This is an optimization exercise on Yosys and OpenROAD, whose aim is small area, not a production implementation.
Where RTL was checked, it was by simulation tests only, not by an equivalence proof against the original.
No functional check of the RTL was part of run 1.
Power figures rest on the tool's default switching activity, not on a simulated workload.

==> design.v <==
module debouncer(clk, rst, trigger, PB_down);
    input clk, rst, trigger;
    output PB_down;
    localparam [15:0] INV = 16'hAAAA;
    reg PB_sync_0, PB_sync_1_n, PB_state;
    reg [15:0] PB_cnt_q;
    wire [15:0] PB_cnt = PB_cnt_q ^ INV;
    wire PB_sync_1 = ~PB_sync_1_n;
    wire PB_idle = (PB_state == PB_sync_1);
    wire low_zero = ~|PB_cnt[14:0];
    wire PB_cnt_max = PB_cnt[15] & low_zero;
    wire fb = PB_cnt[15] ^ PB_cnt[14] ^ PB_cnt[12] ^ PB_cnt[3] ^ low_zero;
    always @(posedge clk) begin
        PB_sync_0 <= ~rst & ~trigger;
        PB_sync_1_n <= rst | ~PB_sync_0;
        PB_cnt_q <= PB_idle ? INV : ({PB_cnt[14:0], fb} ^ INV);
        PB_state <= ~rst & (PB_cnt_max ? PB_sync_1 : PB_state);
    end
    assign PB_down = PB_cnt_max & PB_sync_1 & ~PB_state;
endmodule
module clkdiv(clk_100MHz, rst, tick_1kHz);
    input clk_100MHz;
    input rst;
    output tick_1kHz;
    localparam [15:0] INV = 16'hAAAA;
    reg [15:0] counter1_q;
    wire [15:0] counter1 = counter1_q ^ INV;
    reg clk_1kHz;
    wire wrap = (counter1 == 16'h9487);
    wire fb = ~(counter1[15] ^ counter1[14] ^ counter1[12] ^ counter1[3]);
    assign tick_1kHz = wrap & ~clk_1kHz;
    always @(posedge clk_100MHz) begin
        counter1_q <= (rst | wrap) ? INV : ({counter1[14:0], fb} ^ INV);
        clk_1kHz <= ~rst & (clk_1kHz ^ wrap);
    end
endmodule
module fsm(
    input [5:0] in,
    input rst,
    input clk,
    output reg [1:0] floor,
    output reg [1:0] dir,
    output reg busy
    );
    localparam F1 = 2'd1, F2 = 2'd2, F3 = 2'd3, up = 2'd1, down = 2'd2, hold = 2'd3;
    reg [1:0] dest_floor;
    reg [1:0] next_floor;
    reg [15:0] counter;
    reg reset;
    wire run = reset | busy;
    wire hit = (counter == 16'h290f);
    wire fb = ~(counter[15] ^ counter[14] ^ counter[12] ^ counter[3]);
    wire [2:0] lo = in[2:0], hi = in[5:3];
    wire lo_one = (lo == 3'b001) | (lo == 3'b010) | (lo == 3'b100);
    wire hi_one = (hi == 3'b001) | (hi == 3'b010) | (hi == 3'b100);
    wire lo_zero = ~|lo, hi_zero = ~|hi;
    wire req = (lo_one & hi_zero) | (hi_one & lo_zero);
    wire [2:0] sel = lo | hi;
    wire [1:0] req_floor = sel[0] ? F1 : sel[1] ? F2 : F3;
    reg [1:0] nf;
    reg [1:0] nd;
    always @(*) begin
        case (dest_floor)
            F1: nf = (floor == F3) ? F2 : F1;
            F2: nf = F2;
            default: nf = (floor == F1) ? F2 : F3;
        endcase
        case (next_floor)
            F1: nd = (floor > F1) ? down : hold;
            F2: nd = (floor > F2) ? down : (floor < F2) ? up : hold;
            F3: nd = (floor < F3) ? up : hold;
            default: nd = hold;
        endcase
    end
    always @(posedge clk) begin
        if (rst | (run & hit)) counter <= 16'd0;
        else if (run) counter <= {counter[14:0], fb};
        if (rst) begin
            next_floor <= F1;
            reset <= 1'b1;
            floor <= F1;
            dir <= hold;
            busy <= 1'b0;
        end else if (reset) begin
            dir <= hit ? hold : down;
            if (hit) reset <= 1'b0;
        end else if (!busy) begin
            if (req) begin
                dest_floor <= req_floor;
                busy <= 1'b1;
            end
        end else begin
            if (floor == dest_floor) busy <= 1'b0;
            next_floor <= nf;
            dir <= nd;
            if (hit) floor <= next_floor;
        end
    end
endmodule
module binary_to_segment(show_dir, show_floor, code, seven);
    input show_dir, show_floor;
    input [1:0] code;
    output reg [6:0] seven;
    always @(*)
        if (show_floor)
            case (code)
                2'd1: seven = 7'b1001111;
                2'd2: seven = 7'b0010010;
                2'd3: seven = 7'b0000110;
                default: seven = 7'b0000000;
            endcase
        else if (show_dir)
            case (code)
                2'd1: seven = 7'b1000001;  
                2'd2: seven = 7'b0001001;  
                2'd3: seven = 7'b1111110;  
                default: seven = 7'b0000000;
            endcase
        else
            seven = 7'b0000000;
endmodule
module seven_alternate (floor, dir, show_dir, show_floor, code, clk, rst, en);
    input [1:0] floor;
    input [1:0] dir;
    output reg show_dir;
    output reg show_floor;
    output reg [1:0] code;
    input clk;
    input rst;
    input en;
    always @(posedge clk)
        if (rst) begin
            show_dir <= 1'b0;
            show_floor <= 1'b0;
        end else if (en) begin
            show_dir <= ~show_dir;
            show_floor <= show_dir;
        end
    always @(posedge clk)
        if (en) code <= show_dir ? floor : dir;
endmodule
module LED_display(floor, dir, hex, AN, clk, rst, en);
    input [1:0] dir;
    input [1:0] floor;
    output [6:0] hex;
    output [3:0] AN;
    input clk;
    input rst;
    input en;
    wire show_dir, show_floor;
    wire [1:0] code;
    seven_alternate s1 (floor, dir, show_dir, show_floor, code, clk, rst, en);
    binary_to_segment b1 (show_dir, show_floor, code, hex);
    assign AN = {show_floor, show_dir | show_floor, show_dir | show_floor, show_dir};
endmodule
module TopModule(
    input [5:0] in,
    input clk,
    input reset,
    output [6:0] NUM,
    output [3:0] AN,
    output busy,
    output wire [5:0] in2
    );
    wire tick_1kHz;
    wire [1:0] floor;
    wire [1:0] dir;
    debouncer d1(.clk(clk), .rst(reset), .trigger(in[0]), .PB_down(in2[0]));
    debouncer d2(.clk(clk), .rst(reset), .trigger(in[1]), .PB_down(in2[1]));
    debouncer d3(.clk(clk), .rst(reset), .trigger(in[2]), .PB_down(in2[2]));
    debouncer d4(.clk(clk), .rst(reset), .trigger(in[3]), .PB_down(in2[3]));
    debouncer d5(.clk(clk), .rst(reset), .trigger(in[4]), .PB_down(in2[4]));
    debouncer d6(.clk(clk), .rst(reset), .trigger(in[5]), .PB_down(in2[5]));
    clkdiv clgfat(.clk_100MHz(clk), .rst(reset), .tick_1kHz(tick_1kHz));
    fsm f1(.in(in2), .rst(reset), .clk(clk), .floor(floor), .dir(dir), .busy(busy));
    LED_display randall(.dir(dir), .floor(floor), .hex(NUM), .AN(AN), .clk(clk), .rst(reset), .en(tick_1kHz));
endmodule
==> run.sh <==
#!/bin/bash
# synth_recipe.tcl (not shown) runs the flow's synth.tcl, then flattens the netlist and writes it again
# the make line also repeats each setting of config.mk as NAME=value (left out here)
make -C /OpenROAD-flow-scripts/flow DESIGN_CONFIG=/design/flow/config.mk WORK_HOME=/design/flow/orfs CLKGATE_MAP_FILE= SYNTH_SCRIPT=/design/flow/synth_recipe.tcl finish
==> config.mk <==
export PLATFORM = sky130hd
export DESIGN_NAME = TopModule
export DESIGN_NICKNAME = TopModule
export VERILOG_FILES = /design/flow/design.v
export SDC_FILE = /design/flow/constraint.sdc
export NUM_CORES = 4
export LEC_CHECK = 0
export CAP_MARGIN = 20
export CORE_MARGIN = 2
export CORE_UTILIZATION = 60
export CTS_BUF_LIST = sky130_fd_sc_hd__clkbuf_8
export CTS_CLUSTER_DIAMETER = 100
export CTS_CLUSTER_SIZE = 40
export SLEW_MARGIN = 20
==> constraint.sdc <==
create_clock -name core_clock -period 10.0 [get_ports {clk}]
set_input_delay 2.0000 -clock core_clock [delete_from_list [all_inputs] [get_ports {clk}]]
set_output_delay 2.0000 -clock core_clock [all_outputs]
set_load 0.01 [all_outputs]
==> impl_metrics.csv, run 1 <==
group,metric,value,unit
global_routing,grt_first_pass_wirelength,15.88,mm
die,ios,26,
power_and_ir_drop,p_leak,2.317,nW
timing,finalCriticalPeriod,4.488,ns
logic_synthesis,syn_nets,584,
final_layout,seqCellArea,3263,µm²
logic_synthesis,async_flop_share,0,
die,rows,35,
logic_synthesis,synth_ff_type,"dfxtp_1",
timing,hold_viol,0,
clock_tree,cts-resized-gates,0,
clock_tree,post_cts_buffers,0,
worst_setup_path,worstPathMaxFanout,6,
timing,drv_slew,0,
clock_tree,cts-root-buf,"clkbuf_8",
worst_setup_path,path_buf_inv,1,
clock_tree,cts.htree.levels,4,
routing,drc,0,
place,place_ws,5.971,ns
worst_setup_path,cp.arrival,2.49,ns
timing,max-slew-margin-rel,0.5561,
logic_synthesis,yosysSeqAreaShare,0.5801,
power_and_ir_drop,peakVddDrop,0.0001353,V
place,place_area,5902,µm²
timing,setup-violations-final,0,
logic_synthesis,ys_warn_count,5,
global_routing,grt_overflow,0,
final_layout,finalNonFillerCells,717,
routing,routed_wl,9.401,mm
clock_tree,cts_tree,"done",
power_and_ir_drop,power_density,181.1,nW/µm²
global_routing,grt_usage,0.1998,
worst_setup_path,crit_type,"flop to primary output",
final_layout,fillers,738,
worst_setup_path,critPathCaptureType,"primary output",
die,fp.dieArea,10170,µm²
die,die_w,100.8,µm
timing,finalSetupTns,0,ns
logic_synthesis,synth_cells,567,
place,gp_congestion,0.7844,
global_routing,grt_antenna_before_repair,0,
worst_setup_path,max_stage_delay,0.56,ns
worst_setup_path,worst_setup_path_start_kind,"flop",
clock_tree,clock_path_buffers,2,
clock_tree,clk-insertion-delay-late,0.43,ns
worst_setup_path,crit_chain,"or4b_4 > nor4_4 > and2_2 > clkdlybuf4s50_1",
final_layout,nNetsFinal,610,
routing,postRouteAntennaNets,0,
final_layout,multi_input_area,2182,µm²
routing,viasPerCell,5.190,
logic_synthesis,synth.cell_area,5625,µm²
die,core,9153,µm²
timing,min_period_over_period,0.4488,
final_layout,final_layout_size_suffix_gt1_frac,0.09076,
place,io_buffers,25,
global_routing,grt_pass1_vias,3573,
clock_tree,numCtsBuffers,17,
routing,drt_pre_antenna_iters,4,
routing,first_iter_violations,109,
worst_setup_path,critPathTopFamily,"simple AND/OR/NAND/NOR gates",
logic_synthesis,ys_types,56,
timing,fin_skew,0.01053,ns
clock_tree,cts.clk_slew.worst_paths,0.08,ns
worst_setup_path,worstPathRequired,8.00,ns
final_layout,area_growth_syn_to_layout,12.19,%
status,outcome,"timing/DRC/antenna clean",
routing,vias,3721,
timing,fin_ws,5.512,ns
timing,rsz0062_at_grt,"false",
worst_hold_path,hp-class,"flop to flop",
final_layout,diodes,0,
final_layout,design_area,6311,µm²
final_layout,fin_util,0.6895,
worst_setup_path,cp_slowest_cell,"clkdlybuf4s50_1",
logic_synthesis,synth_edf_count,4,
job,cap_violations,0,
logic_synthesis,ys_ff_latch,161,
place,dp_hpwl,6.616,mm
die,die_y,100.8,µm
die,initial_core_util,0.6146,
routing,wl_per_cell,13.11,µm
global_routing,grt_max_degree,39,
timing,fmax,222.8,MHz
clock_tree,cts.sinks,161,
clock_tree,ctsHoldBuffers,0,
logic_synthesis,syn_area_per_cell,9.921,µm²
place,dpl.cell_count,685,
timing,tightest_slew,0.6610,ns
==> power breakdown <==
part | switching, mW | total [mW] | internal [mW]
Clock | 0.226 | 0.468 | 0.242
Sequential | 0.00373 | 0.652 | 0.648
Combinational | 0.0135 | 0.0226 | 0.00912
==> layout by cell type, fill, tap and decap left out, drive strengths merged, types with 9 or more instances in the layout <==
cell type      netlist  layout
dfxtp              157     157
nand2               99      99
nor2                81      81
xnor2               29      29
clkdlybuf4s50        0      25
a21oi               24      24
clkbuf               8      20
inv                 15      20
o21ai               13      13
nand2b              11      11
xor2                11      11
and4b               11      11
nor3                10      10
ha                   9       9
==> cell type report <==
class / instances / area share
clock inverters: 12 / 0.02062
well taps: 111 / 0.02201
flip-flops and latches: 161 / 0.5171
multi-input cells: 371 / 0.3458
repair buffers: 27 / 0.04203
inverters: 15 / 0.008921
clock buffers: 20 / 0.04362
==> logic make-up (layout without fill, tap and decap cells) <==
kind of cell	count (synthesis)	in the layout	synth area share
simple gates	260	260	0.2342
flops	161	161	0.5801
compound gates	59	59	0.06495
xor+xnor	40	40	0.06228
buf+inv	35	74	0.03269
fa+ha+maj	9	9	0.02002
mux	3	3	0.005783
==> routing by layer <==
layer	vias to the layer above	global-route usage	part of all wire
met5	-	0	0
li1	1940	-	-
met3	4	0.07490	0.038
met1	1730	0.2613	0.50
met2	47	0.3123	0.45
met4	0	0.05374	0.0055
==> synthesized netlist by cell type (2+ instances only) <==
cell	n	area share
edfxtp_1	4	0.021
nand4_1	5	0.0056
nor2b_1	3	0.0033
a31oi_1	3	0.0033
and4b_1	10	0.018
or3_1	5	0.0056
or2_2	2	0.0022
and4_1	2	0.0031
and2b_2	2	0.0031
nor4b_2	2	0.0053
nor3b_1	2	0.0027
a211oi_1	5	0.0067
nor4_4	2	0.0076
inv_1	15	0.010
o21ai_1	2	0.0018
nand2_1	99	0.066
nor4b_1	3	0.0047
a211o_1	3	0.0047
or4_1	2	0.0027
a311oi_1	2	0.0031
clkbuf_1	7	0.0047
mux2_2	2	0.0040
nor4_1	2	0.0022
nand2b_1	11	0.012
or3_2	3	0.0040
o21ai_0	11	0.0098
buf_4	11	0.015
ha_1	9	0.020
nor3_1	9	0.0080
xor2_1	11	0.017
xnor2_1	29	0.045
nand3_1	2	0.0018
nor2_1	81	0.054
dfxtp_1	157	0.56
nand4b_1	4	0.0062
nand4_2	2	0.0044
a21oi_1	24	0.021
==> flip-flops by register name, indices dropped and copies added, names as in the netlist, 2 cells and up <==
name               count
f1.dest_floor          2
d4.PB_cnt_q           16
f1.next_floor          2
d5.PB_cnt_q           16
d1.PB_cnt_q           16
randall.s1.code        2
d3.PB_cnt_q           16
f1.counter            16
f1.dir                 2
f1.floor               2
d6.PB_cnt_q           16
clgfat.counter1_q     16
d2.PB_cnt_q           16
==> metrics by stage <==
step                      hold WS, ns  power, mW
after detailed placement       0.3609     0.6902
final                          0.3789      1.143
after global placement         0.3617     0.6899
after floorplan                0.3525     0.6826
after CTS                      0.3824      1.156
after global routing           0.3915      1.186
==> worst paths after layout <==
path / from / end / slack, ns / cells after the start
max: d5.PB_cnt_q[4] / in2[4] / 5.51 / 4
min: d1.PB_sync_0 / d1.PB_sync_1_n / 0.38 / 1
max reg2reg: d5.PB_cnt_q[4] / f1.dest_floor[1] / 7.76 / 6
min reg2reg: d1.PB_sync_0 / d1.PB_sync_1_n / 0.38 / 1
==> inputs of run 2 (changes only) <==
--- a/design.v
+++ b/design.v
@@ -2,9 +2,6 @@
     input clk, rst, trigger;
     output PB_down;
-    localparam [15:0] INV = 16'hAAAA;
-    reg PB_sync_0, PB_sync_1_n, PB_state;
-    reg [15:0] PB_cnt_q;
-    wire [15:0] PB_cnt = PB_cnt_q ^ INV;
-    wire PB_sync_1 = ~PB_sync_1_n;
+    reg PB_sync_0, PB_sync_1, PB_state;
+    reg [15:0] PB_cnt;
     wire PB_idle = (PB_state == PB_sync_1);
     wire low_zero = ~|PB_cnt[14:0];
@@ -13,9 +10,11 @@
     always @(posedge clk) begin
         PB_sync_0 <= ~rst & ~trigger;
-        PB_sync_1_n <= rst | ~PB_sync_0;
-        PB_cnt_q <= PB_idle ? INV : ({PB_cnt[14:0], fb} ^ INV);
-        PB_state <= ~rst & (PB_cnt_max ? PB_sync_1 : PB_state);
+        PB_sync_1 <= ~rst & PB_sync_0;
+        if (rst | PB_idle) PB_cnt <= 16'd0;
+        else PB_cnt <= {PB_cnt[14:0], fb};
+        if (rst) PB_state <= 1'b0;
+        else if (~PB_idle & PB_cnt_max) PB_state <= ~PB_state;
     end
-    assign PB_down = PB_cnt_max & PB_sync_1 & ~PB_state;
+    assign PB_down = ~PB_idle & PB_cnt_max & ~PB_state;
 endmodule
 module clkdiv(clk_100MHz, rst, tick_1kHz);
@@ -23,7 +22,5 @@
     input rst;
     output tick_1kHz;
-    localparam [15:0] INV = 16'hAAAA;
-    reg [15:0] counter1_q;
-    wire [15:0] counter1 = counter1_q ^ INV;
+    reg [15:0] counter1;
     reg clk_1kHz;
     wire wrap = (counter1 == 16'h9487);
@@ -31,5 +28,6 @@
     assign tick_1kHz = wrap & ~clk_1kHz;
     always @(posedge clk_100MHz) begin
-        counter1_q <= (rst | wrap) ? INV : ({counter1[14:0], fb} ^ INV);
+        if (rst | wrap) counter1 <= 16'd0;
+        else counter1 <= {counter1[14:0], fb};
         clk_1kHz <= ~rst & (clk_1kHz ^ wrap);
     end
@@ -133,10 +131,10 @@
             show_dir <= 1'b0;
             show_floor <= 1'b0;
+            code <= 2'd0;
         end else if (en) begin
             show_dir <= ~show_dir;
             show_floor <= show_dir;
+            code <= show_dir ? floor : dir;
         end
-    always @(posedge clk)
-        if (en) code <= show_dir ? floor : dir;
 endmodule
 module LED_display(floor, dir, hex, AN, clk, rst, en);
--- a/config.mk
+++ b/config.mk
@@ -8,7 +8,4 @@
 export CAP_MARGIN = 20
 export CORE_MARGIN = 2
-export CORE_UTILIZATION = 60
-export CTS_BUF_LIST = sky130_fd_sc_hd__clkbuf_8
-export CTS_CLUSTER_DIAMETER = 100
-export CTS_CLUSTER_SIZE = 40
+export CORE_UTILIZATION = 40
 export SLEW_MARGIN = 20
==> impl_metrics.csv, run 2 <==
group,metric,value,unit
clock_tree,cts.htree.levels,4,
logic_synthesis,ys_types,51,
clock_tree,clock_path_buffers,2,
clock_tree,numCtsBuffers,17,
clock_tree,post_cts_buffers,0,
logic_synthesis,ys_warn_count,5,
power_and_ir_drop,p_leak,2.574,nW
routing,viasPerCell,4.736,
timing,fin_ws,5.628,ns
routing,routed_wl,9.426,mm
power_and_ir_drop,power_density,194.0,nW/µm²
logic_synthesis,synth.cell_area,5813,µm²
power_and_ir_drop,clkPwrFrac,0.490,
logic_synthesis,synth_ff_type,"dfxtp_1",
die,core,14370,µm²
final_layout,design_area,6751,µm²
die,rows,44,
timing,tightest_slew,0.7726,ns
clock_tree,cts.clk_slew.worst_paths,0.06,ns
place,gp_congestion,0.7428,
routing,first_iter_violations,148,
logic_synthesis,yosys.area.top_type,"dfxtp_1",
routing,vias,3770,
power_and_ir_drop,p_int,1.034,mW
routing,postRouteAntennaNets,0,
place,place_area,6160,µm²
logic_synthesis,synth_edf_count,2,
power_and_ir_drop,p_sw,0.2762,mW
timing,max-slew-margin-rel,0.4844,
final_layout,final_layout_size_suffix_gt1_frac,0.08007,
worst_setup_path,r2r-start,"d2.PB_cnt[8]",
logic_synthesis,yosysSeqAreaShare,0.5579,
final_layout,final_common_cell,"dfxtp_1",
power_and_ir_drop,seqPwrFrac,0.496,
worst_setup_path,worstPathRequired,8.00,ns
logic_synthesis,yosysMostFrequentCell,"dfxtp_1",
job,cap_violations,0,
worst_setup_path,crit_start,"d5.PB_cnt[5]",
clock_tree,clk-insertion-delay-late,0.41,ns
worst_setup_path,crit_chain,"nor4_1 > nand4_1 > nor3_1 > clkdlybuf4s50_1",
clock_tree,cts-root-buf,"clkbuf_16",
final_layout,diodes,0,
die,die_w,124.6,µm
power_and_ir_drop,p_comb_frac,0.013,
worst_setup_path,worstPathMaxFanout,4,
logic_synthesis,synth_common_cells,"159 x dfxtp_1, 99 x and2_1, 52 x nand2_1",
worst_hold_path,hp-class,"flop to flop",
power_and_ir_drop,switching_share,0.2109,
timing,setup-violations-final,0,
global_routing,grt_antenna_before_repair,0,
global_routing,grt_first_pass_wirelength,16.71,mm
place,place_ws,6.084,ns
routing,drt_pre_antenna_iters,4,
clock_tree,ctsHoldBuffers,0,
logic_synthesis,netlist_top_cells_area,"dfxtp_1 55%, and2_1 11%, xnor2_1 4.7%",
status,outcome,"timing/DRC/antenna clean",
timing,fmax,228.7,MHz
logic_synthesis,ys_ff_latch,161,
timing,finalSetupTns,0,ns
die,ios,26,
die,initial_core_util,0.4046,
logic_synthesis,syn_area_per_cell,10.01,µm²
logic_synthesis,async_flop_share,0,
worst_setup_path,cp_slowest_cell,"clkdlybuf4s50_1",
routing,wl_per_cell,11.84,µm
timing,finalCriticalPeriod,4.372,ns
worst_setup_path,rrSetupSlack,7.88,ns
global_routing,grt_usage,0.1313,
die,die_y,124.6,µm
timing,drv_slew,0,
final_layout,nNetsFinal,616,
worst_setup_path,r2r-end,"f1.dest_floor[1]",
power_and_ir_drop,peakVddDrop,0.0001435,V
die,fp.dieArea,15510,µm²
final_layout,area_growth_syn_to_layout,16.14,%
worst_setup_path,cp.arrival,2.37,ns
final_layout,seqCellArea,3243,µm²
timing,hold_viol,0,
worst_setup_path,crit_type,"flop to primary output",
logic_synthesis,yosysTopAreaCellShare,0.5476,
place,dp_hpwl,6.437,mm
logic_synthesis,synth_cells,581,
worst_setup_path,path_buf_inv,1,
worst_setup_path,worst_setup_path_start_kind,"flop",
timing,rsz0062_at_grt,"false",
worst_setup_path,critPathCaptureType,"primary output",
timing,min_period_over_period,0.4372,
global_routing,grt_max_degree,51,
place,io_buffers,25,
clock_tree,cts-resized-gates,0,
logic_synthesis,syn_nets,598,
clock_tree,cts_tree,"done",
final_layout,layout_common_cells,"159 x dfxtp_1, 99 x and2_1, 52 x nand2_1, 40 x nor2_1, 31 x xnor2_1",
routing,drc,0,
worst_setup_path,rr_worst_depth,6,
worst_setup_path,critPathTopFamily,"simple AND/OR/NAND/NOR gates",
clock_tree,cts.sinks,161,
worst_setup_path,cp.depth,4,
worst_setup_path,endpoint,"in2[4]",
final_layout,multi_input_area,2377,µm²
final_layout,fillers,1337,
worst_hold_path,min_path_cells,1,
global_routing,grt_overflow,0,
timing,fin_skew,0.006384,ns
global_routing,grt_pass1_vias,3751,
worst_setup_path,max_stage_delay,0.62,ns
run 2: cell types whose count changed in the layout (fill, tap and decap cells not counted), sizes merged, moves of 3 or more:
| cell | change |
|---|---|
| and2 | +98 |
| and3b | +3 |
| and4b | -9 |
| mux2i | +5 |
| nand2 | -47 |
| nand2b | -9 |
| nand4b | -3 |
| nor2 | -40 |
| nor2b | +12 |
| nor3 | +5 |
| nor4 | +14 |
| nor4b | -3 |
| or3 | -7 |
| xor2 | -7 |
run 2: kinds of logic after synthesis:
family / count (synthesis) / synth area share
mux: 6 / 0.01033
xor+xnor: 35 / 0.05273
simple gates: 270 / 0.2647
fa+ha+maj: 9 / 0.01937
buf+inv: 42 / 0.03314
flops: 161 / 0.5579
compound gates: 58 / 0.06178
run 2: per-layer routing:
layer  global-route usage  routed length [µm]
met5                    0                   0
met4              0.05552                 104
met3              0.04338                 344
met2               0.2080                4363
met1               0.1642                4613
run 2: layout make-up:
cell class,instances,area share
repair buffers,26,0.03744
clock buffers,18,0.06505
flip-flops and latches,161,0.4804
multi-input cells,378,0.3521
clock inverters,14,0.02261
inverters,15,0.008340
well taps,184,0.03410
run 2: worst reg2reg max path: stages (launching register included):
cell and delay, ns:
dfxtp_1 0.32, nor4_2 0.34, nand4_2 0.24, nor3_4 0.35
and2b_1 0.19, o21ai_1 0.09, a211oi_2 0.28
run 2: power by group through the flow:
| stage | Clock, mW | Combinational (mW) | Sequential, mW |
|---|---|---|---|
| after CTS | 0.662 | 0.0175 | 0.650 |
| after global placement | 0 | 0.0171 | 0.664 |
| after global routing | 0.689 | 0.0194 | 0.650 |
| after floorplan | 0 | 0.0120 | 0.664 |
| final | 0.642 | 0.0171 | 0.650 |
| after detailed placement | 0 | 0.0174 | 0.665 |
run 2: stage by stage:
stage                     utilization  total power, mW  instances  hold WS (ns)
after global routing           0.4699            1.359        796        0.4636
final                          0.4699            1.310        796        0.4382
after global placement         0.4287           0.6815        764        0.4208
after detailed placement       0.4287           0.6820        764        0.4269
after CTS                      0.4699            1.329        796        0.4426
after floorplan                     -           0.6757        581        0.4138
run 2: how the worst min path moves through the flow:
stage	start	to
2_1_floorplan	d1.PB_sync_0	d1.PB_sync_1
3_3_place_gp	d3.PB_sync_0	d3.PB_sync_1
3_5_place_dp	d5.PB_sync_0	d5.PB_sync_1
4_1_cts	d5.PB_sync_0	d5.PB_sync_1
5_1_grt	d5.PB_sync_0	d5.PB_sync_1
6_report	d5.PB_sync_0	d5.PB_sync_1

[afterwards: timing with drivers on the ports]
The results above use ideal ports. As a check the final layouts listed here were re-extracted and re-timed, cells and wires unchanged.
Step 1 sets driving cells, clkbuf_16 on the clock port and buf_2 on the other inputs (assumed; they add their load-dependent delay and slew).
Step 2 adds t to the input delays and takes it off the output delays; t is the mean of the earliest and latest rising clock arrival at the registers after step 1. Input paths then give back, and output paths get back, about the clock's delay inside the block.
a / b / c = ideal / step 1 / step 2; a / b = the first two.
run | t, ns | slack for setup (ns) | clock arrival spread, ns
run 1 | 0.459 | 5.512 / 5.479 / 5.938 | 0.012 / 0.012
run 2 | 0.451 | 5.628 / 5.588 / 6.039 | 0.009 / 0.009
After both steps every run listed still meets setup and hold.
